Background: an optimization exercise with open tools, aiming at small area. Do not read the settings as production practice. Only simulation tests tie the RTL to the original design; equivalence was not proved. Power and IR drop assume default switching activity.

[design.v]
module sbox_s (x, y);
  input [3:0] x;
  output [3:0] y;
  wire n10, n11, n12, n13, n14, n15, n16, n17, n18, n19, n20, n21, n22, n23, n24, n25, n6, n7, n8, n9;
  c_clkinv g0 (.A(x[1]), .Y(n10));
  c_clkinv g1 (.A(x[2]), .Y(n11));
  c_clkinv g2 (.A(x[3]), .Y(n12));
  c_nand2 g3 (.A(x[0]), .B(x[3]), .Y(n13));
  c_nor2 g4 (.A(x[2]), .B(n13), .Y(n14));
  c_nor2 g5 (.A(x[1]), .B(x[2]), .Y(n15));
  c_nand2b g6 (.A_N(x[0]), .B(n12), .Y(n16));
  c_o21ai g7 (.A1(n11), .A2(n16), .B1(n13), .Y(n17));
  c_nor2 g8 (.A(n15), .B(n17), .Y(n18));
  c_a21oi g9 (.A1(n10), .A2(n14), .B1(n18), .Y(n8));
  c_nor2 g10 (.A(n10), .B(n11), .Y(n19));
  c_o21ai g11 (.A1(n14), .A2(n19), .B1(n16), .Y(n20));
  c_o21ai g12 (.A1(n16), .A2(n19), .B1(n20), .Y(n7));
  c_nor2 g13 (.A(x[0]), .B(n12), .Y(n21));
  c_nor2 g14 (.A(n15), .B(n19), .Y(n22));
  c_nor2 g15 (.A(n21), .B(n22), .Y(n23));
  c_a21oi g16 (.A1(n21), .A2(n22), .B1(n23), .Y(n6));
  c_a22oi g17 (.A1(n11), .A2(x[0]), .B1(x[1]), .B2(x[3]), .Y(n24));
  c_nor2 g18 (.A(n14), .B(n24), .Y(n25));
  c_a21oi g19 (.A1(n10), .A2(n17), .B1(n25), .Y(n9));
  assign y[0] = n6;
  assign y[1] = n7;
  assign y[2] = n8;
  assign y[3] = n9;
endmodule
module sbox_k (x, y);
  input [3:0] x;
  output [3:0] y;
  wire n10, n11, n12, n13, n14, n15, n16, n17, n18, n19, n20, n21, n22, n23, n24, n25, n6, n7, n8, n9;
  c_clkinv g0 (.A(x[1]), .Y(n10));
  c_clkinv g1 (.A(x[2]), .Y(n11));
  c_clkinv g2 (.A(x[3]), .Y(n12));
  c_nand2 g3 (.A(x[0]), .B(x[3]), .Y(n13));
  c_nor2 g4 (.A(x[2]), .B(n13), .Y(n14));
  c_nor2 g5 (.A(x[1]), .B(x[2]), .Y(n15));
  c_nand2b g6 (.A_N(x[0]), .B(n12), .Y(n16));
  c_o21ai g7 (.A1(n11), .A2(n16), .B1(n13), .Y(n17));
  c_nor2 g8 (.A(n15), .B(n17), .Y(n18));
  c_a21oi g9 (.A1(n10), .A2(n14), .B1(n18), .Y(n8));
  c_nor2 g10 (.A(n10), .B(n11), .Y(n19));
  c_o21ai g11 (.A1(n14), .A2(n19), .B1(n16), .Y(n20));
  c_o21ai g12 (.A1(n16), .A2(n19), .B1(n20), .Y(n7));
  c_nor2 g13 (.A(x[0]), .B(n12), .Y(n21));
  c_nor2 g14 (.A(n15), .B(n19), .Y(n22));
  c_nor2 g15 (.A(n21), .B(n22), .Y(n23));
  c_a21oi g16 (.A1(n21), .A2(n22), .B1(n23), .Y(n6));
  c_a22oi g17 (.A1(n11), .A2(x[0]), .B1(x[1]), .B2(x[3]), .Y(n24));
  c_nor2 g18 (.A(n14), .B(n24), .Y(n25));
  c_a21oi g19 (.A1(n10), .A2(n17), .B1(n25), .Y(n9));
  assign y[0] = n6;
  assign y[1] = n7;
  assign y[2] = n8;
  assign y[3] = n9;
endmodule
module c_a21oi (A1, A2, B1, Y);
input A1;
input A2;
input B1;
output Y;
assign Y = (~A1&~B1) | (~A2&~B1);
endmodule
module c_a22oi (A1, A2, B1, B2, Y);
input A1;
input A2;
input B1;
input B2;
output Y;
assign Y = (~A1&~B1) | (~A1&~B2) | (~A2&~B1) | (~A2&~B2);
endmodule
module c_clkinv (A, Y);
input A;
output Y;
assign Y = (~A);
endmodule
module c_nand2 (A, B, Y);
input A;
input B;
output Y;
assign Y = (~A) | (~B);
endmodule
module c_nand2b (A_N, B, Y);
input A_N;
input B;
output Y;
assign Y = (A_N) | (~B);
endmodule
module c_nor2 (A, B, Y);
input A;
input B;
output Y;
assign Y = (~A&~B);
endmodule
module c_o21ai (A1, A2, B1, Y);
input A1;
input A2;
input B1;
output Y;
assign Y = (~A1&~A2) | (~B1);
endmodule
module c_o22a (A1, A2, B1, B2, X);
input A1;
input A2;
input B1;
input B2;
output X;
assign X = (A1&B1) | (A2&B1) | (A1&B2) | (A2&B2);
endmodule
module c_o22ai (A1, A2, B1, B2, Y);
input A1;
input A2;
input B1;
input B2;
output Y;
assign Y = (~B1&~B2) | (~A1&~A2);
endmodule
module c_xnor2 (A, B, Y);
input A;
input B;
output Y;
assign Y = (~A&~B) | (A&B);
endmodule
module c_xor2 (A, B, X);
input A;
input B;
output X;
assign X = (A&~B) | (~A&B);
endmodule
module counter (clk,reset,count);
  input clk;
  input reset;
  output reg [4:0]count;
  always @(posedge clk)
    begin
      if(reset)
        count<=5'b00000;
      else
        count<=count+5'b00001;
    end
endmodule
module boron_top (clk, plain_txt, key_in, cipher_txt, select, count1, reset);
input [63:0] plain_txt;
input [127:0] key_in;
input clk, select, reset;
output [63:0] cipher_txt;
output [4:0] count1;
reg [63:0] state_n;
reg [127:0] key;
wire [4:0] count;
wire ns;
wire [63:0] si, so, x;
wire [63:0] nstate_n;
wire [127:0] s, nkey;
wire [15:0] t1, t2;
assign count1 = count;
counter c2 (clk, reset, count);
c_clkinv u_ns (.A(select), .Y(ns));
always @(posedge clk) begin
  state_n <= nstate_n;
  key <= nkey;
end
c_xnor2 u_si0 (.A(state_n[0]), .B(key[0]), .Y(si[0]));
c_xnor2 u_si1 (.A(state_n[1]), .B(key[1]), .Y(si[1]));
c_xnor2 u_si2 (.A(state_n[2]), .B(key[2]), .Y(si[2]));
c_xnor2 u_si3 (.A(state_n[3]), .B(key[3]), .Y(si[3]));
c_xnor2 u_si4 (.A(state_n[4]), .B(key[4]), .Y(si[4]));
c_xnor2 u_si5 (.A(state_n[5]), .B(key[5]), .Y(si[5]));
c_xnor2 u_si6 (.A(state_n[6]), .B(key[6]), .Y(si[6]));
c_xnor2 u_si7 (.A(state_n[7]), .B(key[7]), .Y(si[7]));
c_xnor2 u_si8 (.A(state_n[8]), .B(key[8]), .Y(si[8]));
c_xnor2 u_si9 (.A(state_n[9]), .B(key[9]), .Y(si[9]));
c_xnor2 u_si10 (.A(state_n[10]), .B(key[10]), .Y(si[10]));
c_xnor2 u_si11 (.A(state_n[11]), .B(key[11]), .Y(si[11]));
c_xnor2 u_si12 (.A(state_n[12]), .B(key[12]), .Y(si[12]));
c_xnor2 u_si13 (.A(state_n[13]), .B(key[13]), .Y(si[13]));
c_xnor2 u_si14 (.A(state_n[14]), .B(key[14]), .Y(si[14]));
c_xnor2 u_si15 (.A(state_n[15]), .B(key[15]), .Y(si[15]));
c_xnor2 u_si16 (.A(state_n[16]), .B(key[16]), .Y(si[16]));
c_xnor2 u_si17 (.A(state_n[17]), .B(key[17]), .Y(si[17]));
c_xnor2 u_si18 (.A(state_n[18]), .B(key[18]), .Y(si[18]));
c_xnor2 u_si19 (.A(state_n[19]), .B(key[19]), .Y(si[19]));
c_xnor2 u_si20 (.A(state_n[20]), .B(key[20]), .Y(si[20]));
c_xnor2 u_si21 (.A(state_n[21]), .B(key[21]), .Y(si[21]));
c_xnor2 u_si22 (.A(state_n[22]), .B(key[22]), .Y(si[22]));
c_xnor2 u_si23 (.A(state_n[23]), .B(key[23]), .Y(si[23]));
c_xnor2 u_si24 (.A(state_n[24]), .B(key[24]), .Y(si[24]));
c_xnor2 u_si25 (.A(state_n[25]), .B(key[25]), .Y(si[25]));
c_xnor2 u_si26 (.A(state_n[26]), .B(key[26]), .Y(si[26]));
c_xnor2 u_si27 (.A(state_n[27]), .B(key[27]), .Y(si[27]));
c_xnor2 u_si28 (.A(state_n[28]), .B(key[28]), .Y(si[28]));
c_xnor2 u_si29 (.A(state_n[29]), .B(key[29]), .Y(si[29]));
c_xnor2 u_si30 (.A(state_n[30]), .B(key[30]), .Y(si[30]));
c_xnor2 u_si31 (.A(state_n[31]), .B(key[31]), .Y(si[31]));
c_xnor2 u_si32 (.A(state_n[32]), .B(key[32]), .Y(si[32]));
c_xnor2 u_si33 (.A(state_n[33]), .B(key[33]), .Y(si[33]));
c_xnor2 u_si34 (.A(state_n[34]), .B(key[34]), .Y(si[34]));
c_xnor2 u_si35 (.A(state_n[35]), .B(key[35]), .Y(si[35]));
c_xnor2 u_si36 (.A(state_n[36]), .B(key[36]), .Y(si[36]));
c_xnor2 u_si37 (.A(state_n[37]), .B(key[37]), .Y(si[37]));
c_xnor2 u_si38 (.A(state_n[38]), .B(key[38]), .Y(si[38]));
c_xnor2 u_si39 (.A(state_n[39]), .B(key[39]), .Y(si[39]));
c_xnor2 u_si40 (.A(state_n[40]), .B(key[40]), .Y(si[40]));
c_xnor2 u_si41 (.A(state_n[41]), .B(key[41]), .Y(si[41]));
c_xnor2 u_si42 (.A(state_n[42]), .B(key[42]), .Y(si[42]));
c_xnor2 u_si43 (.A(state_n[43]), .B(key[43]), .Y(si[43]));
c_xnor2 u_si44 (.A(state_n[44]), .B(key[44]), .Y(si[44]));
c_xnor2 u_si45 (.A(state_n[45]), .B(key[45]), .Y(si[45]));
c_xnor2 u_si46 (.A(state_n[46]), .B(key[46]), .Y(si[46]));
c_xnor2 u_si47 (.A(state_n[47]), .B(key[47]), .Y(si[47]));
c_xnor2 u_si48 (.A(state_n[48]), .B(key[48]), .Y(si[48]));
c_xnor2 u_si49 (.A(state_n[49]), .B(key[49]), .Y(si[49]));
c_xnor2 u_si50 (.A(state_n[50]), .B(key[50]), .Y(si[50]));
c_xnor2 u_si51 (.A(state_n[51]), .B(key[51]), .Y(si[51]));
c_xnor2 u_si52 (.A(state_n[52]), .B(key[52]), .Y(si[52]));
c_xnor2 u_si53 (.A(state_n[53]), .B(key[53]), .Y(si[53]));
c_xnor2 u_si54 (.A(state_n[54]), .B(key[54]), .Y(si[54]));
c_xnor2 u_si55 (.A(state_n[55]), .B(key[55]), .Y(si[55]));
c_xnor2 u_si56 (.A(state_n[56]), .B(key[56]), .Y(si[56]));
c_xnor2 u_si57 (.A(state_n[57]), .B(key[57]), .Y(si[57]));
c_xnor2 u_si58 (.A(state_n[58]), .B(key[58]), .Y(si[58]));
c_xnor2 u_si59 (.A(state_n[59]), .B(key[59]), .Y(si[59]));
c_xnor2 u_si60 (.A(state_n[60]), .B(key[60]), .Y(si[60]));
c_xnor2 u_si61 (.A(state_n[61]), .B(key[61]), .Y(si[61]));
c_xnor2 u_si62 (.A(state_n[62]), .B(key[62]), .Y(si[62]));
c_xnor2 u_si63 (.A(state_n[63]), .B(key[63]), .Y(si[63]));
assign cipher_txt = si;
sbox_s u_sb0 (.x(si[3:0]), .y(so[3:0]));
sbox_s u_sb1 (.x(si[7:4]), .y(so[7:4]));
sbox_s u_sb2 (.x(si[11:8]), .y(so[11:8]));
sbox_s u_sb3 (.x(si[15:12]), .y(so[15:12]));
sbox_s u_sb4 (.x(si[19:16]), .y(so[19:16]));
sbox_s u_sb5 (.x(si[23:20]), .y(so[23:20]));
sbox_s u_sb6 (.x(si[27:24]), .y(so[27:24]));
sbox_s u_sb7 (.x(si[31:28]), .y(so[31:28]));
sbox_s u_sb8 (.x(si[35:32]), .y(so[35:32]));
sbox_s u_sb9 (.x(si[39:36]), .y(so[39:36]));
sbox_s u_sb10 (.x(si[43:40]), .y(so[43:40]));
sbox_s u_sb11 (.x(si[47:44]), .y(so[47:44]));
sbox_s u_sb12 (.x(si[51:48]), .y(so[51:48]));
sbox_s u_sb13 (.x(si[55:52]), .y(so[55:52]));
sbox_s u_sb14 (.x(si[59:56]), .y(so[59:56]));
sbox_s u_sb15 (.x(si[63:60]), .y(so[63:60]));
c_xor2 u_t1_0 (.A(so[33]), .B(so[7]), .X(t1[0]));
c_xor2 u_t2_0 (.A(so[63]), .B(so[20]), .X(t2[0]));
c_xor2 u_x63_0 (.A(so[63]), .B(t1[0]), .X(x[48]));
assign x[32] = t1[0];
assign x[16] = t2[0];
c_xor2 u_x15_0 (.A(t2[0]), .B(so[7]), .X(x[0]));
c_xor2 u_t1_1 (.A(so[34]), .B(so[8]), .X(t1[1]));
c_xor2 u_t2_1 (.A(so[48]), .B(so[21]), .X(t2[1]));
c_xor2 u_x63_1 (.A(so[48]), .B(t1[1]), .X(x[49]));
assign x[33] = t1[1];
assign x[17] = t2[1];
c_xor2 u_x15_1 (.A(t2[1]), .B(so[8]), .X(x[1]));
c_xor2 u_t1_2 (.A(so[35]), .B(so[9]), .X(t1[2]));
c_xor2 u_t2_2 (.A(so[49]), .B(so[22]), .X(t2[2]));
c_xor2 u_x63_2 (.A(so[49]), .B(t1[2]), .X(x[50]));
assign x[34] = t1[2];
assign x[18] = t2[2];
c_xor2 u_x15_2 (.A(t2[2]), .B(so[9]), .X(x[2]));
c_xor2 u_t1_3 (.A(so[36]), .B(so[10]), .X(t1[3]));
c_xor2 u_t2_3 (.A(so[50]), .B(so[23]), .X(t2[3]));
c_xor2 u_x63_3 (.A(so[50]), .B(t1[3]), .X(x[51]));
assign x[35] = t1[3];
assign x[19] = t2[3];
c_xor2 u_x15_3 (.A(t2[3]), .B(so[10]), .X(x[3]));
c_xor2 u_t1_4 (.A(so[37]), .B(so[11]), .X(t1[4]));
c_xor2 u_t2_4 (.A(so[51]), .B(so[24]), .X(t2[4]));
c_xor2 u_x63_4 (.A(so[51]), .B(t1[4]), .X(x[52]));
assign x[36] = t1[4];
assign x[20] = t2[4];
c_xor2 u_x15_4 (.A(t2[4]), .B(so[11]), .X(x[4]));
c_xor2 u_t1_5 (.A(so[38]), .B(so[12]), .X(t1[5]));
c_xor2 u_t2_5 (.A(so[52]), .B(so[25]), .X(t2[5]));
c_xor2 u_x63_5 (.A(so[52]), .B(t1[5]), .X(x[53]));
assign x[37] = t1[5];
assign x[21] = t2[5];
c_xor2 u_x15_5 (.A(t2[5]), .B(so[12]), .X(x[5]));
c_xor2 u_t1_6 (.A(so[39]), .B(so[13]), .X(t1[6]));
c_xor2 u_t2_6 (.A(so[53]), .B(so[26]), .X(t2[6]));
c_xor2 u_x63_6 (.A(so[53]), .B(t1[6]), .X(x[54]));
assign x[38] = t1[6];
assign x[22] = t2[6];
c_xor2 u_x15_6 (.A(t2[6]), .B(so[13]), .X(x[6]));
c_xor2 u_t1_7 (.A(so[40]), .B(so[14]), .X(t1[7]));
c_xor2 u_t2_7 (.A(so[54]), .B(so[27]), .X(t2[7]));
c_xor2 u_x63_7 (.A(so[54]), .B(t1[7]), .X(x[55]));
assign x[39] = t1[7];
assign x[23] = t2[7];
c_xor2 u_x15_7 (.A(t2[7]), .B(so[14]), .X(x[7]));
c_xor2 u_t1_8 (.A(so[41]), .B(so[15]), .X(t1[8]));
c_xor2 u_t2_8 (.A(so[55]), .B(so[28]), .X(t2[8]));
c_xor2 u_x63_8 (.A(so[55]), .B(t1[8]), .X(x[56]));
assign x[40] = t1[8];
assign x[24] = t2[8];
c_xor2 u_x15_8 (.A(t2[8]), .B(so[15]), .X(x[8]));
c_xor2 u_t1_9 (.A(so[42]), .B(so[0]), .X(t1[9]));
c_xor2 u_t2_9 (.A(so[56]), .B(so[29]), .X(t2[9]));
c_xor2 u_x63_9 (.A(so[56]), .B(t1[9]), .X(x[57]));
assign x[41] = t1[9];
assign x[25] = t2[9];
c_xor2 u_x15_9 (.A(t2[9]), .B(so[0]), .X(x[9]));
c_xor2 u_t1_10 (.A(so[43]), .B(so[1]), .X(t1[10]));
c_xor2 u_t2_10 (.A(so[57]), .B(so[30]), .X(t2[10]));
c_xor2 u_x63_10 (.A(so[57]), .B(t1[10]), .X(x[58]));
assign x[42] = t1[10];
assign x[26] = t2[10];
c_xor2 u_x15_10 (.A(t2[10]), .B(so[1]), .X(x[10]));
c_xor2 u_t1_11 (.A(so[44]), .B(so[2]), .X(t1[11]));
c_xor2 u_t2_11 (.A(so[58]), .B(so[31]), .X(t2[11]));
c_xor2 u_x63_11 (.A(so[58]), .B(t1[11]), .X(x[59]));
assign x[43] = t1[11];
assign x[27] = t2[11];
c_xor2 u_x15_11 (.A(t2[11]), .B(so[2]), .X(x[11]));
c_xor2 u_t1_12 (.A(so[45]), .B(so[3]), .X(t1[12]));
c_xor2 u_t2_12 (.A(so[59]), .B(so[16]), .X(t2[12]));
c_xor2 u_x63_12 (.A(so[59]), .B(t1[12]), .X(x[60]));
assign x[44] = t1[12];
assign x[28] = t2[12];
c_xor2 u_x15_12 (.A(t2[12]), .B(so[3]), .X(x[12]));
c_xor2 u_t1_13 (.A(so[46]), .B(so[4]), .X(t1[13]));
c_xor2 u_t2_13 (.A(so[60]), .B(so[17]), .X(t2[13]));
c_xor2 u_x63_13 (.A(so[60]), .B(t1[13]), .X(x[61]));
assign x[45] = t1[13];
assign x[29] = t2[13];
c_xor2 u_x15_13 (.A(t2[13]), .B(so[4]), .X(x[13]));
c_xor2 u_t1_14 (.A(so[47]), .B(so[5]), .X(t1[14]));
c_xor2 u_t2_14 (.A(so[61]), .B(so[18]), .X(t2[14]));
c_xor2 u_x63_14 (.A(so[61]), .B(t1[14]), .X(x[62]));
assign x[46] = t1[14];
assign x[30] = t2[14];
c_xor2 u_x15_14 (.A(t2[14]), .B(so[5]), .X(x[14]));
c_xor2 u_t1_15 (.A(so[32]), .B(so[6]), .X(t1[15]));
c_xor2 u_t2_15 (.A(so[62]), .B(so[19]), .X(t2[15]));
c_xor2 u_x63_15 (.A(so[62]), .B(t1[15]), .X(x[63]));
assign x[47] = t1[15];
assign x[31] = t2[15];
c_xor2 u_x15_15 (.A(t2[15]), .B(so[6]), .X(x[15]));
c_o22ai u_ms0 (.A1(select), .A2(x[0]), .B1(ns), .B2(plain_txt[0]), .Y(nstate_n[0]));
c_o22ai u_ms1 (.A1(select), .A2(x[1]), .B1(ns), .B2(plain_txt[1]), .Y(nstate_n[1]));
c_o22ai u_ms2 (.A1(select), .A2(x[2]), .B1(ns), .B2(plain_txt[2]), .Y(nstate_n[2]));
c_o22ai u_ms3 (.A1(select), .A2(x[3]), .B1(ns), .B2(plain_txt[3]), .Y(nstate_n[3]));
c_o22ai u_ms4 (.A1(select), .A2(x[4]), .B1(ns), .B2(plain_txt[4]), .Y(nstate_n[4]));
c_o22ai u_ms5 (.A1(select), .A2(x[5]), .B1(ns), .B2(plain_txt[5]), .Y(nstate_n[5]));
c_o22ai u_ms6 (.A1(select), .A2(x[6]), .B1(ns), .B2(plain_txt[6]), .Y(nstate_n[6]));
c_o22ai u_ms7 (.A1(select), .A2(x[7]), .B1(ns), .B2(plain_txt[7]), .Y(nstate_n[7]));
c_o22ai u_ms8 (.A1(select), .A2(x[8]), .B1(ns), .B2(plain_txt[8]), .Y(nstate_n[8]));
c_o22ai u_ms9 (.A1(select), .A2(x[9]), .B1(ns), .B2(plain_txt[9]), .Y(nstate_n[9]));
c_o22ai u_ms10 (.A1(select), .A2(x[10]), .B1(ns), .B2(plain_txt[10]), .Y(nstate_n[10]));
c_o22ai u_ms11 (.A1(select), .A2(x[11]), .B1(ns), .B2(plain_txt[11]), .Y(nstate_n[11]));
c_o22ai u_ms12 (.A1(select), .A2(x[12]), .B1(ns), .B2(plain_txt[12]), .Y(nstate_n[12]));
c_o22ai u_ms13 (.A1(select), .A2(x[13]), .B1(ns), .B2(plain_txt[13]), .Y(nstate_n[13]));
c_o22ai u_ms14 (.A1(select), .A2(x[14]), .B1(ns), .B2(plain_txt[14]), .Y(nstate_n[14]));
c_o22ai u_ms15 (.A1(select), .A2(x[15]), .B1(ns), .B2(plain_txt[15]), .Y(nstate_n[15]));
c_o22ai u_ms16 (.A1(select), .A2(x[16]), .B1(ns), .B2(plain_txt[16]), .Y(nstate_n[16]));
c_o22ai u_ms17 (.A1(select), .A2(x[17]), .B1(ns), .B2(plain_txt[17]), .Y(nstate_n[17]));
c_o22ai u_ms18 (.A1(select), .A2(x[18]), .B1(ns), .B2(plain_txt[18]), .Y(nstate_n[18]));
c_o22ai u_ms19 (.A1(select), .A2(x[19]), .B1(ns), .B2(plain_txt[19]), .Y(nstate_n[19]));
c_o22ai u_ms20 (.A1(select), .A2(x[20]), .B1(ns), .B2(plain_txt[20]), .Y(nstate_n[20]));
c_o22ai u_ms21 (.A1(select), .A2(x[21]), .B1(ns), .B2(plain_txt[21]), .Y(nstate_n[21]));
c_o22ai u_ms22 (.A1(select), .A2(x[22]), .B1(ns), .B2(plain_txt[22]), .Y(nstate_n[22]));
c_o22ai u_ms23 (.A1(select), .A2(x[23]), .B1(ns), .B2(plain_txt[23]), .Y(nstate_n[23]));
c_o22ai u_ms24 (.A1(select), .A2(x[24]), .B1(ns), .B2(plain_txt[24]), .Y(nstate_n[24]));
c_o22ai u_ms25 (.A1(select), .A2(x[25]), .B1(ns), .B2(plain_txt[25]), .Y(nstate_n[25]));
c_o22ai u_ms26 (.A1(select), .A2(x[26]), .B1(ns), .B2(plain_txt[26]), .Y(nstate_n[26]));
c_o22ai u_ms27 (.A1(select), .A2(x[27]), .B1(ns), .B2(plain_txt[27]), .Y(nstate_n[27]));
c_o22ai u_ms28 (.A1(select), .A2(x[28]), .B1(ns), .B2(plain_txt[28]), .Y(nstate_n[28]));
c_o22ai u_ms29 (.A1(select), .A2(x[29]), .B1(ns), .B2(plain_txt[29]), .Y(nstate_n[29]));
c_o22ai u_ms30 (.A1(select), .A2(x[30]), .B1(ns), .B2(plain_txt[30]), .Y(nstate_n[30]));
c_o22ai u_ms31 (.A1(select), .A2(x[31]), .B1(ns), .B2(plain_txt[31]), .Y(nstate_n[31]));
c_o22ai u_ms32 (.A1(select), .A2(x[32]), .B1(ns), .B2(plain_txt[32]), .Y(nstate_n[32]));
c_o22ai u_ms33 (.A1(select), .A2(x[33]), .B1(ns), .B2(plain_txt[33]), .Y(nstate_n[33]));
c_o22ai u_ms34 (.A1(select), .A2(x[34]), .B1(ns), .B2(plain_txt[34]), .Y(nstate_n[34]));
c_o22ai u_ms35 (.A1(select), .A2(x[35]), .B1(ns), .B2(plain_txt[35]), .Y(nstate_n[35]));
c_o22ai u_ms36 (.A1(select), .A2(x[36]), .B1(ns), .B2(plain_txt[36]), .Y(nstate_n[36]));
c_o22ai u_ms37 (.A1(select), .A2(x[37]), .B1(ns), .B2(plain_txt[37]), .Y(nstate_n[37]));
c_o22ai u_ms38 (.A1(select), .A2(x[38]), .B1(ns), .B2(plain_txt[38]), .Y(nstate_n[38]));
c_o22ai u_ms39 (.A1(select), .A2(x[39]), .B1(ns), .B2(plain_txt[39]), .Y(nstate_n[39]));
c_o22ai u_ms40 (.A1(select), .A2(x[40]), .B1(ns), .B2(plain_txt[40]), .Y(nstate_n[40]));
c_o22ai u_ms41 (.A1(select), .A2(x[41]), .B1(ns), .B2(plain_txt[41]), .Y(nstate_n[41]));
c_o22ai u_ms42 (.A1(select), .A2(x[42]), .B1(ns), .B2(plain_txt[42]), .Y(nstate_n[42]));
c_o22ai u_ms43 (.A1(select), .A2(x[43]), .B1(ns), .B2(plain_txt[43]), .Y(nstate_n[43]));
c_o22ai u_ms44 (.A1(select), .A2(x[44]), .B1(ns), .B2(plain_txt[44]), .Y(nstate_n[44]));
c_o22ai u_ms45 (.A1(select), .A2(x[45]), .B1(ns), .B2(plain_txt[45]), .Y(nstate_n[45]));
c_o22ai u_ms46 (.A1(select), .A2(x[46]), .B1(ns), .B2(plain_txt[46]), .Y(nstate_n[46]));
c_o22ai u_ms47 (.A1(select), .A2(x[47]), .B1(ns), .B2(plain_txt[47]), .Y(nstate_n[47]));
c_o22ai u_ms48 (.A1(select), .A2(x[48]), .B1(ns), .B2(plain_txt[48]), .Y(nstate_n[48]));
c_o22ai u_ms49 (.A1(select), .A2(x[49]), .B1(ns), .B2(plain_txt[49]), .Y(nstate_n[49]));
c_o22ai u_ms50 (.A1(select), .A2(x[50]), .B1(ns), .B2(plain_txt[50]), .Y(nstate_n[50]));
c_o22ai u_ms51 (.A1(select), .A2(x[51]), .B1(ns), .B2(plain_txt[51]), .Y(nstate_n[51]));
c_o22ai u_ms52 (.A1(select), .A2(x[52]), .B1(ns), .B2(plain_txt[52]), .Y(nstate_n[52]));
c_o22ai u_ms53 (.A1(select), .A2(x[53]), .B1(ns), .B2(plain_txt[53]), .Y(nstate_n[53]));
c_o22ai u_ms54 (.A1(select), .A2(x[54]), .B1(ns), .B2(plain_txt[54]), .Y(nstate_n[54]));
c_o22ai u_ms55 (.A1(select), .A2(x[55]), .B1(ns), .B2(plain_txt[55]), .Y(nstate_n[55]));
c_o22ai u_ms56 (.A1(select), .A2(x[56]), .B1(ns), .B2(plain_txt[56]), .Y(nstate_n[56]));
c_o22ai u_ms57 (.A1(select), .A2(x[57]), .B1(ns), .B2(plain_txt[57]), .Y(nstate_n[57]));
c_o22ai u_ms58 (.A1(select), .A2(x[58]), .B1(ns), .B2(plain_txt[58]), .Y(nstate_n[58]));
c_o22ai u_ms59 (.A1(select), .A2(x[59]), .B1(ns), .B2(plain_txt[59]), .Y(nstate_n[59]));
c_o22ai u_ms60 (.A1(select), .A2(x[60]), .B1(ns), .B2(plain_txt[60]), .Y(nstate_n[60]));
c_o22ai u_ms61 (.A1(select), .A2(x[61]), .B1(ns), .B2(plain_txt[61]), .Y(nstate_n[61]));
c_o22ai u_ms62 (.A1(select), .A2(x[62]), .B1(ns), .B2(plain_txt[62]), .Y(nstate_n[62]));
c_o22ai u_ms63 (.A1(select), .A2(x[63]), .B1(ns), .B2(plain_txt[63]), .Y(nstate_n[63]));
assign s = {key[114:0], key[127:115]};
wire [127:0] ks;
sbox_k u_ks0 (.x(s[3:0]), .y(ks[3:0]));
sbox_k u_ks1 (.x(s[7:4]), .y(ks[7:4]));
assign ks[58:8] = s[58:8];
c_xor2 u_kc0 (.A(s[59]), .B(count[0]), .X(ks[59]));
c_xor2 u_kc1 (.A(s[60]), .B(count[1]), .X(ks[60]));
c_xor2 u_kc2 (.A(s[61]), .B(count[2]), .X(ks[61]));
c_xor2 u_kc3 (.A(s[62]), .B(count[3]), .X(ks[62]));
c_xor2 u_kc4 (.A(s[63]), .B(count[4]), .X(ks[63]));
assign ks[127:64] = s[127:64];
c_o22a u_mk0 (.A1(select), .A2(ks[0]), .B1(ns), .B2(key_in[0]), .X(nkey[0]));
c_o22a u_mk1 (.A1(select), .A2(ks[1]), .B1(ns), .B2(key_in[1]), .X(nkey[1]));
c_o22a u_mk2 (.A1(select), .A2(ks[2]), .B1(ns), .B2(key_in[2]), .X(nkey[2]));
c_o22a u_mk3 (.A1(select), .A2(ks[3]), .B1(ns), .B2(key_in[3]), .X(nkey[3]));
c_o22a u_mk4 (.A1(select), .A2(ks[4]), .B1(ns), .B2(key_in[4]), .X(nkey[4]));
c_o22a u_mk5 (.A1(select), .A2(ks[5]), .B1(ns), .B2(key_in[5]), .X(nkey[5]));
c_o22a u_mk6 (.A1(select), .A2(ks[6]), .B1(ns), .B2(key_in[6]), .X(nkey[6]));
c_o22a u_mk7 (.A1(select), .A2(ks[7]), .B1(ns), .B2(key_in[7]), .X(nkey[7]));
c_o22a u_mk8 (.A1(select), .A2(ks[8]), .B1(ns), .B2(key_in[8]), .X(nkey[8]));
c_o22a u_mk9 (.A1(select), .A2(ks[9]), .B1(ns), .B2(key_in[9]), .X(nkey[9]));
c_o22a u_mk10 (.A1(select), .A2(ks[10]), .B1(ns), .B2(key_in[10]), .X(nkey[10]));
c_o22a u_mk11 (.A1(select), .A2(ks[11]), .B1(ns), .B2(key_in[11]), .X(nkey[11]));
c_o22a u_mk12 (.A1(select), .A2(ks[12]), .B1(ns), .B2(key_in[12]), .X(nkey[12]));
c_o22a u_mk13 (.A1(select), .A2(ks[13]), .B1(ns), .B2(key_in[13]), .X(nkey[13]));
c_o22a u_mk14 (.A1(select), .A2(ks[14]), .B1(ns), .B2(key_in[14]), .X(nkey[14]));
c_o22a u_mk15 (.A1(select), .A2(ks[15]), .B1(ns), .B2(key_in[15]), .X(nkey[15]));
c_o22a u_mk16 (.A1(select), .A2(ks[16]), .B1(ns), .B2(key_in[16]), .X(nkey[16]));
c_o22a u_mk17 (.A1(select), .A2(ks[17]), .B1(ns), .B2(key_in[17]), .X(nkey[17]));
c_o22a u_mk18 (.A1(select), .A2(ks[18]), .B1(ns), .B2(key_in[18]), .X(nkey[18]));
c_o22a u_mk19 (.A1(select), .A2(ks[19]), .B1(ns), .B2(key_in[19]), .X(nkey[19]));
c_o22a u_mk20 (.A1(select), .A2(ks[20]), .B1(ns), .B2(key_in[20]), .X(nkey[20]));
c_o22a u_mk21 (.A1(select), .A2(ks[21]), .B1(ns), .B2(key_in[21]), .X(nkey[21]));
c_o22a u_mk22 (.A1(select), .A2(ks[22]), .B1(ns), .B2(key_in[22]), .X(nkey[22]));
c_o22a u_mk23 (.A1(select), .A2(ks[23]), .B1(ns), .B2(key_in[23]), .X(nkey[23]));
c_o22a u_mk24 (.A1(select), .A2(ks[24]), .B1(ns), .B2(key_in[24]), .X(nkey[24]));
c_o22a u_mk25 (.A1(select), .A2(ks[25]), .B1(ns), .B2(key_in[25]), .X(nkey[25]));
c_o22a u_mk26 (.A1(select), .A2(ks[26]), .B1(ns), .B2(key_in[26]), .X(nkey[26]));
c_o22a u_mk27 (.A1(select), .A2(ks[27]), .B1(ns), .B2(key_in[27]), .X(nkey[27]));
c_o22a u_mk28 (.A1(select), .A2(ks[28]), .B1(ns), .B2(key_in[28]), .X(nkey[28]));
c_o22a u_mk29 (.A1(select), .A2(ks[29]), .B1(ns), .B2(key_in[29]), .X(nkey[29]));
c_o22a u_mk30 (.A1(select), .A2(ks[30]), .B1(ns), .B2(key_in[30]), .X(nkey[30]));
c_o22a u_mk31 (.A1(select), .A2(ks[31]), .B1(ns), .B2(key_in[31]), .X(nkey[31]));
c_o22a u_mk32 (.A1(select), .A2(ks[32]), .B1(ns), .B2(key_in[32]), .X(nkey[32]));
c_o22a u_mk33 (.A1(select), .A2(ks[33]), .B1(ns), .B2(key_in[33]), .X(nkey[33]));
c_o22a u_mk34 (.A1(select), .A2(ks[34]), .B1(ns), .B2(key_in[34]), .X(nkey[34]));
c_o22a u_mk35 (.A1(select), .A2(ks[35]), .B1(ns), .B2(key_in[35]), .X(nkey[35]));
c_o22a u_mk36 (.A1(select), .A2(ks[36]), .B1(ns), .B2(key_in[36]), .X(nkey[36]));
c_o22a u_mk37 (.A1(select), .A2(ks[37]), .B1(ns), .B2(key_in[37]), .X(nkey[37]));
c_o22a u_mk38 (.A1(select), .A2(ks[38]), .B1(ns), .B2(key_in[38]), .X(nkey[38]));
c_o22a u_mk39 (.A1(select), .A2(ks[39]), .B1(ns), .B2(key_in[39]), .X(nkey[39]));
c_o22a u_mk40 (.A1(select), .A2(ks[40]), .B1(ns), .B2(key_in[40]), .X(nkey[40]));
c_o22a u_mk41 (.A1(select), .A2(ks[41]), .B1(ns), .B2(key_in[41]), .X(nkey[41]));
c_o22a u_mk42 (.A1(select), .A2(ks[42]), .B1(ns), .B2(key_in[42]), .X(nkey[42]));
c_o22a u_mk43 (.A1(select), .A2(ks[43]), .B1(ns), .B2(key_in[43]), .X(nkey[43]));
c_o22a u_mk44 (.A1(select), .A2(ks[44]), .B1(ns), .B2(key_in[44]), .X(nkey[44]));
c_o22a u_mk45 (.A1(select), .A2(ks[45]), .B1(ns), .B2(key_in[45]), .X(nkey[45]));
c_o22a u_mk46 (.A1(select), .A2(ks[46]), .B1(ns), .B2(key_in[46]), .X(nkey[46]));
c_o22a u_mk47 (.A1(select), .A2(ks[47]), .B1(ns), .B2(key_in[47]), .X(nkey[47]));
c_o22a u_mk48 (.A1(select), .A2(ks[48]), .B1(ns), .B2(key_in[48]), .X(nkey[48]));
c_o22a u_mk49 (.A1(select), .A2(ks[49]), .B1(ns), .B2(key_in[49]), .X(nkey[49]));
c_o22a u_mk50 (.A1(select), .A2(ks[50]), .B1(ns), .B2(key_in[50]), .X(nkey[50]));
c_o22a u_mk51 (.A1(select), .A2(ks[51]), .B1(ns), .B2(key_in[51]), .X(nkey[51]));
c_o22a u_mk52 (.A1(select), .A2(ks[52]), .B1(ns), .B2(key_in[52]), .X(nkey[52]));
c_o22a u_mk53 (.A1(select), .A2(ks[53]), .B1(ns), .B2(key_in[53]), .X(nkey[53]));
c_o22a u_mk54 (.A1(select), .A2(ks[54]), .B1(ns), .B2(key_in[54]), .X(nkey[54]));
c_o22a u_mk55 (.A1(select), .A2(ks[55]), .B1(ns), .B2(key_in[55]), .X(nkey[55]));
c_o22a u_mk56 (.A1(select), .A2(ks[56]), .B1(ns), .B2(key_in[56]), .X(nkey[56]));
c_o22a u_mk57 (.A1(select), .A2(ks[57]), .B1(ns), .B2(key_in[57]), .X(nkey[57]));
c_o22a u_mk58 (.A1(select), .A2(ks[58]), .B1(ns), .B2(key_in[58]), .X(nkey[58]));
c_o22a u_mk59 (.A1(select), .A2(ks[59]), .B1(ns), .B2(key_in[59]), .X(nkey[59]));
c_o22a u_mk60 (.A1(select), .A2(ks[60]), .B1(ns), .B2(key_in[60]), .X(nkey[60]));
c_o22a u_mk61 (.A1(select), .A2(ks[61]), .B1(ns), .B2(key_in[61]), .X(nkey[61]));
c_o22a u_mk62 (.A1(select), .A2(ks[62]), .B1(ns), .B2(key_in[62]), .X(nkey[62]));
c_o22a u_mk63 (.A1(select), .A2(ks[63]), .B1(ns), .B2(key_in[63]), .X(nkey[63]));
c_o22a u_mk64 (.A1(select), .A2(ks[64]), .B1(ns), .B2(key_in[64]), .X(nkey[64]));
c_o22a u_mk65 (.A1(select), .A2(ks[65]), .B1(ns), .B2(key_in[65]), .X(nkey[65]));
c_o22a u_mk66 (.A1(select), .A2(ks[66]), .B1(ns), .B2(key_in[66]), .X(nkey[66]));
c_o22a u_mk67 (.A1(select), .A2(ks[67]), .B1(ns), .B2(key_in[67]), .X(nkey[67]));
c_o22a u_mk68 (.A1(select), .A2(ks[68]), .B1(ns), .B2(key_in[68]), .X(nkey[68]));
c_o22a u_mk69 (.A1(select), .A2(ks[69]), .B1(ns), .B2(key_in[69]), .X(nkey[69]));
c_o22a u_mk70 (.A1(select), .A2(ks[70]), .B1(ns), .B2(key_in[70]), .X(nkey[70]));
c_o22a u_mk71 (.A1(select), .A2(ks[71]), .B1(ns), .B2(key_in[71]), .X(nkey[71]));
c_o22a u_mk72 (.A1(select), .A2(ks[72]), .B1(ns), .B2(key_in[72]), .X(nkey[72]));
c_o22a u_mk73 (.A1(select), .A2(ks[73]), .B1(ns), .B2(key_in[73]), .X(nkey[73]));
c_o22a u_mk74 (.A1(select), .A2(ks[74]), .B1(ns), .B2(key_in[74]), .X(nkey[74]));
c_o22a u_mk75 (.A1(select), .A2(ks[75]), .B1(ns), .B2(key_in[75]), .X(nkey[75]));
c_o22a u_mk76 (.A1(select), .A2(ks[76]), .B1(ns), .B2(key_in[76]), .X(nkey[76]));
c_o22a u_mk77 (.A1(select), .A2(ks[77]), .B1(ns), .B2(key_in[77]), .X(nkey[77]));
c_o22a u_mk78 (.A1(select), .A2(ks[78]), .B1(ns), .B2(key_in[78]), .X(nkey[78]));
c_o22a u_mk79 (.A1(select), .A2(ks[79]), .B1(ns), .B2(key_in[79]), .X(nkey[79]));
c_o22a u_mk80 (.A1(select), .A2(ks[80]), .B1(ns), .B2(key_in[80]), .X(nkey[80]));
c_o22a u_mk81 (.A1(select), .A2(ks[81]), .B1(ns), .B2(key_in[81]), .X(nkey[81]));
c_o22a u_mk82 (.A1(select), .A2(ks[82]), .B1(ns), .B2(key_in[82]), .X(nkey[82]));
c_o22a u_mk83 (.A1(select), .A2(ks[83]), .B1(ns), .B2(key_in[83]), .X(nkey[83]));
c_o22a u_mk84 (.A1(select), .A2(ks[84]), .B1(ns), .B2(key_in[84]), .X(nkey[84]));
c_o22a u_mk85 (.A1(select), .A2(ks[85]), .B1(ns), .B2(key_in[85]), .X(nkey[85]));
c_o22a u_mk86 (.A1(select), .A2(ks[86]), .B1(ns), .B2(key_in[86]), .X(nkey[86]));
c_o22a u_mk87 (.A1(select), .A2(ks[87]), .B1(ns), .B2(key_in[87]), .X(nkey[87]));
c_o22a u_mk88 (.A1(select), .A2(ks[88]), .B1(ns), .B2(key_in[88]), .X(nkey[88]));
c_o22a u_mk89 (.A1(select), .A2(ks[89]), .B1(ns), .B2(key_in[89]), .X(nkey[89]));
c_o22a u_mk90 (.A1(select), .A2(ks[90]), .B1(ns), .B2(key_in[90]), .X(nkey[90]));
c_o22a u_mk91 (.A1(select), .A2(ks[91]), .B1(ns), .B2(key_in[91]), .X(nkey[91]));
c_o22a u_mk92 (.A1(select), .A2(ks[92]), .B1(ns), .B2(key_in[92]), .X(nkey[92]));
c_o22a u_mk93 (.A1(select), .A2(ks[93]), .B1(ns), .B2(key_in[93]), .X(nkey[93]));
c_o22a u_mk94 (.A1(select), .A2(ks[94]), .B1(ns), .B2(key_in[94]), .X(nkey[94]));
c_o22a u_mk95 (.A1(select), .A2(ks[95]), .B1(ns), .B2(key_in[95]), .X(nkey[95]));
c_o22a u_mk96 (.A1(select), .A2(ks[96]), .B1(ns), .B2(key_in[96]), .X(nkey[96]));
c_o22a u_mk97 (.A1(select), .A2(ks[97]), .B1(ns), .B2(key_in[97]), .X(nkey[97]));
c_o22a u_mk98 (.A1(select), .A2(ks[98]), .B1(ns), .B2(key_in[98]), .X(nkey[98]));
c_o22a u_mk99 (.A1(select), .A2(ks[99]), .B1(ns), .B2(key_in[99]), .X(nkey[99]));
c_o22a u_mk100 (.A1(select), .A2(ks[100]), .B1(ns), .B2(key_in[100]), .X(nkey[100]));
c_o22a u_mk101 (.A1(select), .A2(ks[101]), .B1(ns), .B2(key_in[101]), .X(nkey[101]));
c_o22a u_mk102 (.A1(select), .A2(ks[102]), .B1(ns), .B2(key_in[102]), .X(nkey[102]));
c_o22a u_mk103 (.A1(select), .A2(ks[103]), .B1(ns), .B2(key_in[103]), .X(nkey[103]));
c_o22a u_mk104 (.A1(select), .A2(ks[104]), .B1(ns), .B2(key_in[104]), .X(nkey[104]));
c_o22a u_mk105 (.A1(select), .A2(ks[105]), .B1(ns), .B2(key_in[105]), .X(nkey[105]));
c_o22a u_mk106 (.A1(select), .A2(ks[106]), .B1(ns), .B2(key_in[106]), .X(nkey[106]));
c_o22a u_mk107 (.A1(select), .A2(ks[107]), .B1(ns), .B2(key_in[107]), .X(nkey[107]));
c_o22a u_mk108 (.A1(select), .A2(ks[108]), .B1(ns), .B2(key_in[108]), .X(nkey[108]));
c_o22a u_mk109 (.A1(select), .A2(ks[109]), .B1(ns), .B2(key_in[109]), .X(nkey[109]));
c_o22a u_mk110 (.A1(select), .A2(ks[110]), .B1(ns), .B2(key_in[110]), .X(nkey[110]));
c_o22a u_mk111 (.A1(select), .A2(ks[111]), .B1(ns), .B2(key_in[111]), .X(nkey[111]));
c_o22a u_mk112 (.A1(select), .A2(ks[112]), .B1(ns), .B2(key_in[112]), .X(nkey[112]));
c_o22a u_mk113 (.A1(select), .A2(ks[113]), .B1(ns), .B2(key_in[113]), .X(nkey[113]));
c_o22a u_mk114 (.A1(select), .A2(ks[114]), .B1(ns), .B2(key_in[114]), .X(nkey[114]));
c_o22a u_mk115 (.A1(select), .A2(ks[115]), .B1(ns), .B2(key_in[115]), .X(nkey[115]));
c_o22a u_mk116 (.A1(select), .A2(ks[116]), .B1(ns), .B2(key_in[116]), .X(nkey[116]));
c_o22a u_mk117 (.A1(select), .A2(ks[117]), .B1(ns), .B2(key_in[117]), .X(nkey[117]));
c_o22a u_mk118 (.A1(select), .A2(ks[118]), .B1(ns), .B2(key_in[118]), .X(nkey[118]));
c_o22a u_mk119 (.A1(select), .A2(ks[119]), .B1(ns), .B2(key_in[119]), .X(nkey[119]));
c_o22a u_mk120 (.A1(select), .A2(ks[120]), .B1(ns), .B2(key_in[120]), .X(nkey[120]));
c_o22a u_mk121 (.A1(select), .A2(ks[121]), .B1(ns), .B2(key_in[121]), .X(nkey[121]));
c_o22a u_mk122 (.A1(select), .A2(ks[122]), .B1(ns), .B2(key_in[122]), .X(nkey[122]));
c_o22a u_mk123 (.A1(select), .A2(ks[123]), .B1(ns), .B2(key_in[123]), .X(nkey[123]));
c_o22a u_mk124 (.A1(select), .A2(ks[124]), .B1(ns), .B2(key_in[124]), .X(nkey[124]));
c_o22a u_mk125 (.A1(select), .A2(ks[125]), .B1(ns), .B2(key_in[125]), .X(nkey[125]));
c_o22a u_mk126 (.A1(select), .A2(ks[126]), .B1(ns), .B2(key_in[126]), .X(nkey[126]));
c_o22a u_mk127 (.A1(select), .A2(ks[127]), .B1(ns), .B2(key_in[127]), .X(nkey[127]));
endmodule
[flow/run.sh]
#!/bin/bash
# Own layout flow: the standard synthesis, then the standard ORFS steps with
# smaller port buffers, synthesis buffers removed, every cell first downsized to
# its smallest drive strength, and a clock tree of small buffers.
set -euo pipefail
cd "$(dirname "$0")/.."
F=$PWD/flow
bash standard.sh synth > synth.log 2>&1
bash standard.sh \
  REMOVE_ABC_BUFFERS=1 \
  POST_FLOORPLAN_TCL=$F/post_floorplan.tcl \
  BUFFER_PORTS_ARGS="-buffer_cell sky130_fd_sc_hd__buf_1" \
  CTS_ARGS="-sink_clustering_enable -repair_clock_nets -dont_use_dummy_load -buf_list sky130_fd_sc_hd__clkbuf_8" \
  finish > layout.log 2>&1
[flow/downsize.tcl]
proc my_downsize_all {} {
  set dont_use {}
  if { [info exists ::env(DONT_USE_CELLS)] } { set dont_use $::env(DONT_USE_CELLS) }
  set best [dict create]
  set n 0
  set saved 0.0
  foreach inst [get_cells *] {
    set lc [get_lib_cells -of_objects $inst]
    set name [get_name $lc]
    if { ![regexp {^(sky130_fd_sc_hd__[a-z0-9]+)_[0-9]+$} $name -> fam] } { continue }
    if { [string match "*df*" $fam] || [string match "*tap*" $fam] || [string match "*conb*" $fam] } { continue }
    if { ![dict exists $best $fam] } {
      set bc ""
      set ba 1e9
      foreach c [get_lib_cells ${fam}_*] {
        set cn [get_name $c]
        if { ![regexp "^${fam}_\[0-9\]+\$" $cn] } { continue }
        if { [lsearch -exact $dont_use $cn] >= 0 } { continue }
        set a [get_property $c area]
        if { $a < $ba } { set ba $a; set bc $cn }
      }
      dict set best $fam [list $bc $ba]
    }
    lassign [dict get $best $fam] bc ba
    if { $bc ne "" && $bc ne $name } {
      set a0 [get_property $lc area]
      if { $ba < $a0 } {
        replace_cell $inst $bc
        incr n
        set saved [expr { $saved + $a0 - $ba }]
      }
    }
  }
  puts "my_downsize_all: resized $n cells, saved $saved um^2"
}
my_downsize_all
[flow/post_floorplan.tcl]
source [file join [file dirname [info script]] downsize.tcl]
[standard.sh]
#!/bin/bash
# synth_recipe.tcl (not shown) runs the flow's synth.tcl, then flattens the netlist and writes it again
# the make line also repeats each setting of config.mk as NAME=value (left out here)
make -C /OpenROAD-flow-scripts/flow DESIGN_CONFIG=/design/flow/config.mk WORK_HOME=/design/flow/orfs CLKGATE_MAP_FILE= SYNTH_SCRIPT=/design/flow/synth_recipe.tcl "${@:-finish}"
[config.mk]
export PLATFORM = sky130hd
export DESIGN_NAME = boron_top
export DESIGN_NICKNAME = boron_top
export VERILOG_FILES = /design/flow/design.v
export SDC_FILE = /design/flow/constraint.sdc
export NUM_CORES = 4
export LEC_CHECK = 0
export CAP_MARGIN = 20
export CORE_MARGIN = 2
export CORE_UTILIZATION = 70
export SLEW_MARGIN = 20
export SYNTH_HIERARCHICAL = 1
[constraint.sdc]
create_clock -name core_clock -period 5.0 [get_ports {clk}]
set_input_delay 1.0000 -clock core_clock [delete_from_list [all_inputs] [get_ports {clk}]]
set_output_delay 1.0000 -clock core_clock [all_outputs]
set_load 0.01 [all_outputs]
==> impl_summary.log, run 1 <==
[metrics] number of max-cap violations: 0
[metrics] setup total negative slack: 0 ps
[metrics] Sequential Area: slightly below 4000 sq um
[metrics] share of power burned in combinational logic: between 60% and 70%
[metrics] detailed router's first-iteration violation count: 620
[metrics] clock-pin slew on the worst setup and hold paths: 90 ps
[metrics] aggregate global-route resource usage: approximately a third
[metrics] worst setup path class: register to output pin
[metrics] r2r startpoint: key[58]$_DFF_P_
[metrics] Sw Pwr: roughly 0.0037 W
[metrics] Post-Synthesis Cell Area: slightly above 9000 sq um
[metrics] detailed-route DRC error count: 0
[metrics] pin count of the biggest net entering global routing: approximately 160
[metrics] clock share of power: approximately a tenth
[metrics] startpoint of the most critical setup path: key[32]$_DFF_P_
[metrics] final global-route overflow total: 0
[metrics] crit path capture type: output pin
[metrics] CTS sink cnt: between 150 and 200
[metrics] initial core utilization: between 70 and 80%
[metrics] RSZ-0062 raised after global routing: no
[metrics] count of cell instances traversed by the critical path: 2
[metrics] fraction of layout instances using a drive strength above 1: under 10%
[metrics] routed wire length: around 23,000 um
[metrics] startpoint of the most critical hold path: key[77]$_DFF_P_
[metrics] Final Max Tran Viols: 0
[metrics] number of global-route vias before repair: about 7,100
[metrics] total of fill cells in the finished design: 1,038
[metrics] cell area reported after detailed placement: 9560 sq um
[metrics] cell at the slowest stage of the critical path: sky130_fd_sc_hd__xnor2_1
[metrics] worst supply voltage drop on vdd: 0.446 mV
[metrics] standby leakage power: 3.84 nW
[metrics] number of failing setup endpoints in the final timing report: 0
[metrics] kind of cell adding the most delay to the critical path: XOR/XNOR gates
[metrics] category of the worst setup path launch point: register
[metrics] total power density per cell area: about 800 nW/um^2
[metrics] peak per-stage delay on the critical path: roughly 470 ps
[metrics] number of synthesis warnings: 8
[metrics] buffers plus inverters on the worst setup path: 1
[metrics] fraction of power spent switching nets: between 40% and 50%
[metrics] clock buffers created by TritonCTS: 17
[metrics] Seq/Total Area, Yosys: roughly 43%
[metrics] clock insertion delay at the later pin of the skew report: roughly 460 ps
[metrics] sequential power share: 27.9%
[metrics] Port Buf Inserts: approximately 260
[metrics] antenna violations before repair: 0
[metrics] clock skew after layout: a little over 30 ps
[metrics] DIE AREA: between 10,000 and 15,000 sq um
[metrics] nets: around 1,400
[metrics] path category of the worst min-delay check: register to register
[metrics] Slew Limit Headroom: about 39%
[metrics] layout overhead on the synthesized area: 6.95%
[metrics] core box area: roughly 13,000 sq um
[metrics] number of cells on the worst reg-to-reg path: 8
[metrics] number of gates resized after cts: 0
[metrics] wire per inst: around 17 um
[metrics] DP Wirelength: ~17,000 um
[metrics] CTS Root Cell: sky130_fd_sc_hd__clkbuf_8
[metrics] post-CTS setup repair buffer count: 0
[metrics] count of endpoints failing hold in the final timing report: 0
[metrics] die height: between 100 and 150 um
[metrics] CTS HTree Levels: 4
[metrics] distinct cell type count after synthesis: 17
[metrics] portion of the clock cycle consumed by the worst path in the final layout: between 40% and 50%
[metrics] wire length of the first global-routing pass: 34,700 um
[metrics] worst flop-to-flop path endpoint: state_n[11]$_DFF_P_
[metrics] Multi-input gate area: 4170 sq um
[metrics] hold bufs inserted after CTS: 0
[metrics] pre-CTS worst setup slack: just under 2000 ps
[metrics] number of synthesized register bits: around 200
[metrics] placement row count: 41
[metrics] post-synthesis average cell area: roughly 9.5 sq um
[metrics] vias post-DR: 7,585
[metrics] Diodes inserted: 0
[metrics] final non-filler cell area: between 9000 and 10,000 sq um
[metrics] leading area contributor after synthesis: sky130_fd_sc_hd__dfxtp_1
[metrics] 1st-pass router iterations: 5
[metrics] via/cell ratio: 5.61
[metrics] Reg2Reg Setup Slack: 2610 ps
[metrics] proportion of netlist area held by the largest area contributor: between 40% and 50%
[metrics] worst-path fanout max: 5
[metrics] Data arrival, critical path: between 1000 and 1500 ps
[metrics] data required time at the worst endpoint: roughly 4000 ps
[metrics] CTS tree: built
[metrics] final antenna-violating net count: 0
[metrics] transition time at the pin with the least slew margin: roughly 900 ps
[metrics] top post-synthesis cells by area: sky130_fd_sc_hd__dfxtp_1 43%, sky130_fd_sc_hd__o22a_1 12%, sky130_fd_sc_hd__xor2_1 6.6%, sky130_fd_sc_hd__xnor2_1 6.2%, sky130_fd_sc_hd__nor2_1 6.1%
[metrics] GP Congestion: 0.969
[metrics] Die Wd: ~120 um
[metrics] time the worst path needs with I/O delays and setup: around 2500 ps
[metrics] P_int: about 0.0041 W
[metrics] maximum root-to-sink buffer count: 2
[metrics] crit path to: cipher_txt[32]
[metrics] maximum operating frequency: 0.407 GHz
[metrics] I/O pin count: 264
[metrics] result of the run: no timing/DRC/antenna violations
[metrics] slack of the critical path: approximately 2500 ps
[metrics] CP Cell Sequence: xnor2_1 > buf_1
[metrics] count of mapped cells out of synthesis: ~970
power groups by stage:
stage / clock (W) / sequential (W) / combinational, W
final: 0.000764 / 0.00219 / 0.00490
after global routing: 0.000837 / 0.00222 / 0.00536
after CTS: 0.000772 / 0.00219 / 0.00481
after detailed placement: 0 / 0.00222 / 0.00475
after global placement: 0 / 0.00222 / 0.00470
after floorplan: 0 / 0.00217 / 0.00396
synth_stat cells, drive strengths merged:
library cell and number:
ha 1, inv 55, xor2 69, nor2b 3
buf 72, nand2 18, mux2 2, xnor2 65
dfxtp 197, a21oi 54, nand3 2, o22ai 64
o22a 128, nor2 148, nand2b 18, a22oi 18
o21ai 54
cell families after synthesis:
family,after synthesis,share of synthesized area [%]
buf+inv,127,8.15
fa+ha+maj,1,0.137
mux,2,0.328
simple gates,189,8.34
xor+xnor,134,12.8
compound gates,318,27.2
flops,197,43.0
sequential cells by signal, summed over array words and instances, names as in the netlist:
signal and flops:
c2.count 5, key 128, state_n 64
how the worst min path moves through the flow:
stage | endpoint | slack [ps] | cells past startpoint
finish | key[90]$_DFF_P_ | 450 | 1
global route | key[126]$_DFF_P_ | 460 | 1
CTS | key[90]$_DFF_P_ | 450 | 1
detailed placement | key[108]$_DFF_P_ | 430 | 1
global placement | key[103]$_DFF_P_ | 430 | 1
floorplan | key[100]$_DFF_P_ | 430 | 1
per-module statistics from Yosys, one instance, submodules excluded, a selection:
| module | cells | times used | area (sq um) | flops+latches |
|---|---|---|---|---|
| c_o21ai | 1 | 54 | 5.00 | 0 |
| c_o22a | 1 | 128 | 8.76 | 0 |
| boron_top | 192 | 1 | 3840 | 192 |
| c_xnor2 | 1 | 64 | 8.76 | 0 |
| c_o22ai | 1 | 64 | 6.26 | 0 |
| c_a22oi | 1 | 18 | 12.5 | 0 |
| c_xor2 | 1 | 69 | 8.76 | 0 |
| sbox_s | 4 | 16 | 30.0 | 0 |
| c_a21oi | 1 | 54 | 8.76 | 0 |
| c_nor2 | 1 | 144 | 3.75 | 0 |
| sbox_k | 4 | 2 | 30.0 | 0 |
| c_nand2b | 1 | 18 | 6.26 | 0 |
| c_nand2 | 1 | 18 | 3.75 | 0 |
cell usage in the layout, fill, tap and decap left out, drive strengths merged:
cell    Yosys  routed
nor2      148     148
o21ai      54      54
nand2b     18      18
a21oi      54      54
inv        55      55
o22a      128     128
nand2      18      18
clkbuf      0      18
ha          1       1
buf        72     266
xor2       69      69
nand3       2       2
o22ai      64      64
dfxtp     197     197
xnor2      65      65
mux2        2       2
a22oi      18      18
nor2b       3       3
area by class of cell:
class | instances | share of cell area (%)
Clock buffer | 17 | 2.39
Inverter | 55 | 2.18
Multi-Input combinational cell | 644 | 42.6
Sequential cell | 197 | 40.3
Tap cell | 172 | 2.20
Timing Repair Buffer | 267 | 10.4
metal layers:
metal / up-vias / GRT usage, % / part of all wire (%) / routed length (um)
met5: - / 0 / 0 / 0
met1: 3441 / 38.9 / 41 / 9360
li1: 3771 / - / - / -
met3: 47 / 9.46 / 9.1 / 2050
met2: 326 / 51.6 / 46 / 10400
met4: 0 / 13.5 / 3.5 / 799
stage by stage:
step	util [%]	total power [W]	cells	hold WS [ps]
6_report	77.0	0.00785	1352	452
5_1_grt	77.0	0.00842	1352	461
4_1_cts	77.0	0.00777	1352	455
3_5_place_dp	75.2	0.00698	1335	433
3_3_place_gp	75.2	0.00692	1335	427
2_1_floorplan	-	0.00613	896	426
==> run 2, diff against run 1 <==
--- a/config.mk
+++ b/config.mk
@@ -7,6 +7,6 @@
 export LEC_CHECK = 0
 export CAP_MARGIN = 20
 export CORE_MARGIN = 2
-export CORE_UTILIZATION = 70
+export CORE_UTILIZATION = 55
 export SLEW_MARGIN = 20
 export SYNTH_HIERARCHICAL = 1
==> run 2 against run 1 <==
  * Hold slack worse by 6.8 ps
  * Largest power group unchanged
  * Still clean on timing, DRC and antenna
  * Register-to-register slack improved by 60 ps
  * Final cell count is 3.6% higher
  * Maximum frequency down 6.6%
  * Sequential power is essentially flat
  * Synthesized area stayed put
  * Sequential cell count unchanged
  * Die area up 26%
  * Count of clock-buffer cells in the layout unchanged
==> impl_summary.log, run 2 <==
[metrics] initial core utilization: 55.8% (was 72.0%)
[metrics] slack of the critical path: 2370 ps (was 2540 ps)
[metrics] hold bufs inserted after CTS: 0 (unchanged)
[metrics] vias post-DR: 7,361 (was 7,585)
[metrics] startpoint of the most critical hold path: key[101]$_DFF_P_ (was key[77]$_DFF_P_)
[metrics] result of the run: no timing/DRC/antenna violations (unchanged)
[metrics] pin count of the biggest net entering global routing: 116 (was 163)
[metrics] category of the worst setup path launch point: input pin (was register)
[metrics] wire per inst: 17.0 um (was 16.7 um)
[metrics] share of cell area taken by muxes after synthesis: 0.328% (unchanged)
[metrics] Hold Path Depth: 1 (unchanged)
[metrics] number of synthesized register bits: 197 (unchanged)
[metrics] final global-route overflow total: 0 (unchanged)
[metrics] number of cells on the worst reg-to-reg path: 8 (unchanged)
[metrics] Sequential Area: 3940 sq um (unchanged)
[metrics] clock share of power: 9.9% (was 9.7%)
[metrics] r2r startpoint: key[53]$_DFF_P_ (was key[58]$_DFF_P_)
[metrics] most common cell in the netlist: sky130_fd_sc_hd__dfxtp_1 (unchanged)
[metrics] distinct cell type count after synthesis: 17 (unchanged)
[metrics] number of failing setup endpoints in the final timing report: 0 (unchanged)
[metrics] CTS Root Cell: sky130_fd_sc_hd__clkbuf_8 (unchanged)
[metrics] endpoint with the worst hold slack: key[114]$_DFF_P_ (was key[90]$_DFF_P_)
[metrics] pre-CTS worst setup slack: 1930 ps (was 1970 ps)
[metrics] clock-pin slew on the worst setup and hold paths: 90 ps (about the same)
[metrics] final antenna-violating net count: 0 (unchanged)
[metrics] sequential power share: 28.0% (was 27.9%)
[metrics] Largest register FFs: 128 (unchanged)
[metrics] post-synthesis average cell area: 9.46 sq um (unchanged)
[metrics] most common cell after layout, fill and taps aside: sky130_fd_sc_hd__buf_1 (unchanged)
[metrics] Final Max Tran Viols: 0 (unchanged)
[metrics] path category of the worst min-delay check: register to register (unchanged)
[metrics] wire length of the first global-routing pass: 35,800 um (was 34,700 um)
[metrics] worst slack on hold paths: 445 ps (was 452 ps)
[metrics] GP Congestion: 0.918 (was 0.969)
[metrics] number of synthesis warnings: 8 (unchanged)
[metrics] worst flop-to-flop path endpoint: state_n[5]$_DFF_P_ (was state_n[11]$_DFF_P_)
[metrics] maximum root-to-sink buffer count: 2 (unchanged)
[metrics] share of power burned in combinational logic: 62.1% (was 62.4%)
[metrics] fraction of power spent switching nets: 47.2% (was 47.4%)
[metrics] post-synthesis async set-or-reset flop share: 0% (unchanged)
[metrics] total power consumption of the routed design: 0.00782 W (was 0.00785 W)
[metrics] largest registers: key x128, state_n x64, c2.count x5 (unchanged)
[metrics] DP Wirelength: 18,000 um (was 17,000 um)
[metrics] Port Buf Inserts: 263 (unchanged)
[metrics] DIE AREA: 17,700 sq um (was 14,000 sq um)
[metrics] I/O pin count: 264 (unchanged)
[metrics] placement row count: 47 (was 41)
[metrics] Die Wd: 133 um (was 118 um)
[metrics] worst-path fanout max: 115 (was 5)
[metrics] Data arrival, critical path: 2920 ps (was 1460 ps)
[metrics] worst supply voltage drop on vdd: 0.356 mV (was 0.446 mV)
[metrics] P_int: 0.00413 W (about the same)
[metrics] xor-xnor portion of the synthesized cell area: 12.8% (unchanged)
[metrics] most used cells in the layout excluding fill and tap cells: 262 x sky130_fd_sc_hd__buf_1, 197 x sky130_fd_sc_hd__dfxtp_1, 148 x sky130_fd_sc_hd__nor2_1, 128 x sky130_fd_sc_hd__o22a_1, 69 x sky130_fd_sc_hd__xor2_1 (unchanged)
[metrics] 1st-pass router iterations: 6 (was 5)
[metrics] fraction of layout instances using a drive strength above 1: 1.95% (unchanged)
[metrics] count of mapped cells out of synthesis: 968 (unchanged)
[metrics] total of fill cells in the finished design: 1,556 (was 1,038)
[metrics] Diodes inserted: 0 (unchanged)
[metrics] nets: 1,378 (unchanged)
[metrics] maximum operating frequency: 0.380 GHz (was 0.407 GHz)
[metrics] post-CTS setup repair buffer count: 0 (unchanged)
[metrics] detailed-route DRC error count: 0 (unchanged)
[metrics] fraction of the mapped netlist area in compound gates: 27.2% (unchanged)
[metrics] transition time at the pin with the least slew margin: 883 ps (was 908 ps)
[metrics] standby leakage power: 3.84 nW (about the same)
[metrics] Sw Pwr: 0.00369 W (was 0.00372 W)
[metrics] Post-Synthesis Cell Area: 9160 sq um (unchanged)
[metrics] crit path capture type: register (was output pin)
[metrics] ys flop type: sky130_fd_sc_hd__dfxtp_1 (unchanged)
[metrics] clock skew after layout: 31.9 ps (was 30.9 ps)
[metrics] Seq/Total Area, Yosys: 43.0% (unchanged)
[metrics] die height: 133 um (was 118 um)
[metrics] antenna violations before repair: 0 (unchanged)
[metrics] top register by number of flip-flops: key (unchanged)
[metrics] proportion of netlist area held by the largest area contributor: 43.0% (unchanged)
[metrics] CTS tree: built (unchanged)
[metrics] Slew Limit Headroom: 41.1% (was 39.4%)
[metrics] setup total negative slack: 0 ps (unchanged)
[metrics] CTS sink cnt: 197 (unchanged)
[metrics] number of max-cap violations: 0 (unchanged)
[metrics] aggregate global-route resource usage: 26.3% (was 31.6%)
[metrics] number of global-route vias before repair: 6,873 (was 7,064)
[metrics] routed wire length: 23,800 um (was 22,600 um)
[metrics] count of endpoints failing hold in the final timing report: 0 (unchanged)
[metrics] worst setup path class: input pin to register (was register to output pin)
[metrics] portion of the clock cycle consumed by the worst path in the final layout: 52.6% (was 49.1%)
[metrics] RSZ-0062 raised after global routing: no (unchanged)
[metrics] simple-gate area share of the yosys netlist: 8.34% (unchanged)
[metrics] adder and majority cell fraction of the synthesized area: 0.137% (unchanged)
[metrics] layout overhead on the synthesized area: 7.58% (was 6.95%)
[metrics] Multi-input gate area: 4170 sq um (unchanged)
[metrics] core box area: 16,400 sq um (was 12,700 sq um)
[metrics] via/cell ratio: 5.26 (was 5.61)
[metrics] Reg2Reg Setup Slack: 2670 ps (was 2610 ps)
[metrics] clock insertion delay at the later pin of the skew report: 460 ps (about the same)
[metrics] Commonest cells post-synth: 197 x sky130_fd_sc_hd__dfxtp_1, 148 x sky130_fd_sc_hd__nor2_1, 128 x sky130_fd_sc_hd__o22a_1 (unchanged)
[metrics] detailed router's first-iteration violation count: 441 (was 620)
[metrics] time the worst path needs with I/O delays and setup: 2630 ps (was 2460 ps)
[metrics] leading area contributor after synthesis: sky130_fd_sc_hd__dfxtp_1 (unchanged)
[metrics] total power density per cell area: 794 nW/um^2 (was 801 nW/um^2)
[metrics] dominant combinational cell family by area after synthesis: compound AO/OA/AOI/OAI gates (unchanged)
[metrics] top post-synthesis cells by area: sky130_fd_sc_hd__dfxtp_1 43%, sky130_fd_sc_hd__o22a_1 12%, sky130_fd_sc_hd__xor2_1 6.6%, sky130_fd_sc_hd__xnor2_1 6.2%, sky130_fd_sc_hd__nor2_1 6.1% (unchanged)
[metrics] clock buffers created by TritonCTS: 17 (unchanged)
[metrics] number of synthesized flops with an enable pin: 0 (unchanged)
[metrics] CTS HTree Levels: 4 (unchanged)
[metrics] data required time at the worst endpoint: 5290 ps (was 4000 ps)
[metrics] number of gates resized after cts: 0 (unchanged)
==> run 2: cell counts after synthesis <==
No cell type changed its count.
==> run 2: worst max-delay path by stage <==
stage | end | cells past startpoint | slack (ps) | start
after floorplan | key[0]$_DFF_P_ | 2 | 810 | select
after global placement | state_n[14]$_DFF_P_ | 4 | 1950 | select
after detailed placement | state_n[6]$_DFF_P_ | 4 | 1930 | select
after CTS | state_n[53]$_DFF_P_ | 4 | 2410 | select
after global routing | state_n[28]$_DFF_P_ | 4 | 2240 | select
final | state_n[6]$_DFF_P_ | 4 | 2370 | select
==> run 2: area by class of cell <==
type | count | share of cell area, %
multi-input combinational | 644 | 42.3
tap | 220 | 2.79
inverter | 55 | 2.15
timing repair buffer | 267 | 10.4
clock buffer | 17 | 2.37
sequential | 197 | 40.0
==> run 2: Yosys stat by module, one instance, submodules excluded, excerpt <==
module / cells inside / cell area [sq um] / times used
c_a21oi: 1 / 8.76 / 54
c_xor2: 1 / 8.76 / 69
c_o22ai: 1 / 6.26 / 64
c_o21ai: 1 / 5.00 / 54
c_nor2: 1 / 3.75 / 144
c_clkinv: 1 / 3.75 / 55
==> run 2: logic make-up (layout without fill, tap and decap cells) <==
kind of cell / Yosys count / count (layout)
xor+xnor: 134 / 134
buf+inv: 127 / 339
mux: 2 / 2
compound gates: 318 / 318
flops: 197 / 197
fa+ha+maj: 1 / 1
simple gates: 189 / 189
==> run 2: metrics by stage <==
stage | cell area (sq um) | cells | util, %
global placement | 9620 | 1383 | 58.6
global route | 9860 | 1400 | 60.1
CTS | 9860 | 1400 | 60.1
finish | 9860 | 1400 | 60.1
detailed placement | 9620 | 1383 | 58.6
floorplan | 8620 | 896 | -
==> run 2: power groups by stage <==
stage	clock network [W]	registers, W	logic [W]
after CTS	0.000802	0.00219	0.00483
after detailed placement	0	0.00223	0.00478
after global routing	0.000853	0.00223	0.00538
final	0.000777	0.00219	0.00486
after floorplan	0	0.00217	0.00396
after global placement	0	0.00223	0.00478
==> run 2: worst max-delay path, cell delays in order <==
cell	delay [ps]
sky130_fd_sc_hd__clkbuf_4	400
sky130_fd_sc_hd__inv_6	760
sky130_fd_sc_hd__buf_4	540
sky130_fd_sc_hd__o22ai_1	150
==> run 2: per-layer routing <==
layer / routed length [um] / part of all wire (%) / GRT usage, % / up-vias
met2: 11100 / 47 / 43.1 / 226
met3: 1520 / 6.4 / 6.02 / 33
met4: 562 / 2.4 / 9.14 / 0
li1: - / - / - / 3763
met5: 0 / 0 / 0 / -
met1: 10600 / 44 / 34.1 / 3339

[re-timing with driven ports]
How much do the figures lean on ideal ports? The routed layouts below were timed once more, with nothing changed but the port constraints. Step 1: set_driving_cell puts a clkbuf_16 on clk and a buf_2 on each other input, an assumption about the parent block. Step 2 times the ports against the registers' clock, not the clock port: input delays grow and output delays shrink by t, the midpoint of the rising clock arrivals with the driver on. a / b / c = ideal / step 1 / step 2; a / b = the first two.
run	t (ns)	setup WS [ns]	worst setup path after step 2	latest minus earliest clock arrival (ns)
run 1	0.482	2.543 / 2.505 / 2.109	input to register	0.032 / 0.031
run 2	0.485	2.370 / 2.391 / 1.906	input to register	0.032 / 0.032
After both steps every run listed still meets setup and hold. For run 2, which loses most, drivers alone change the setup slack by +0.021 ns; drivers and shift together by -0.464 ns.
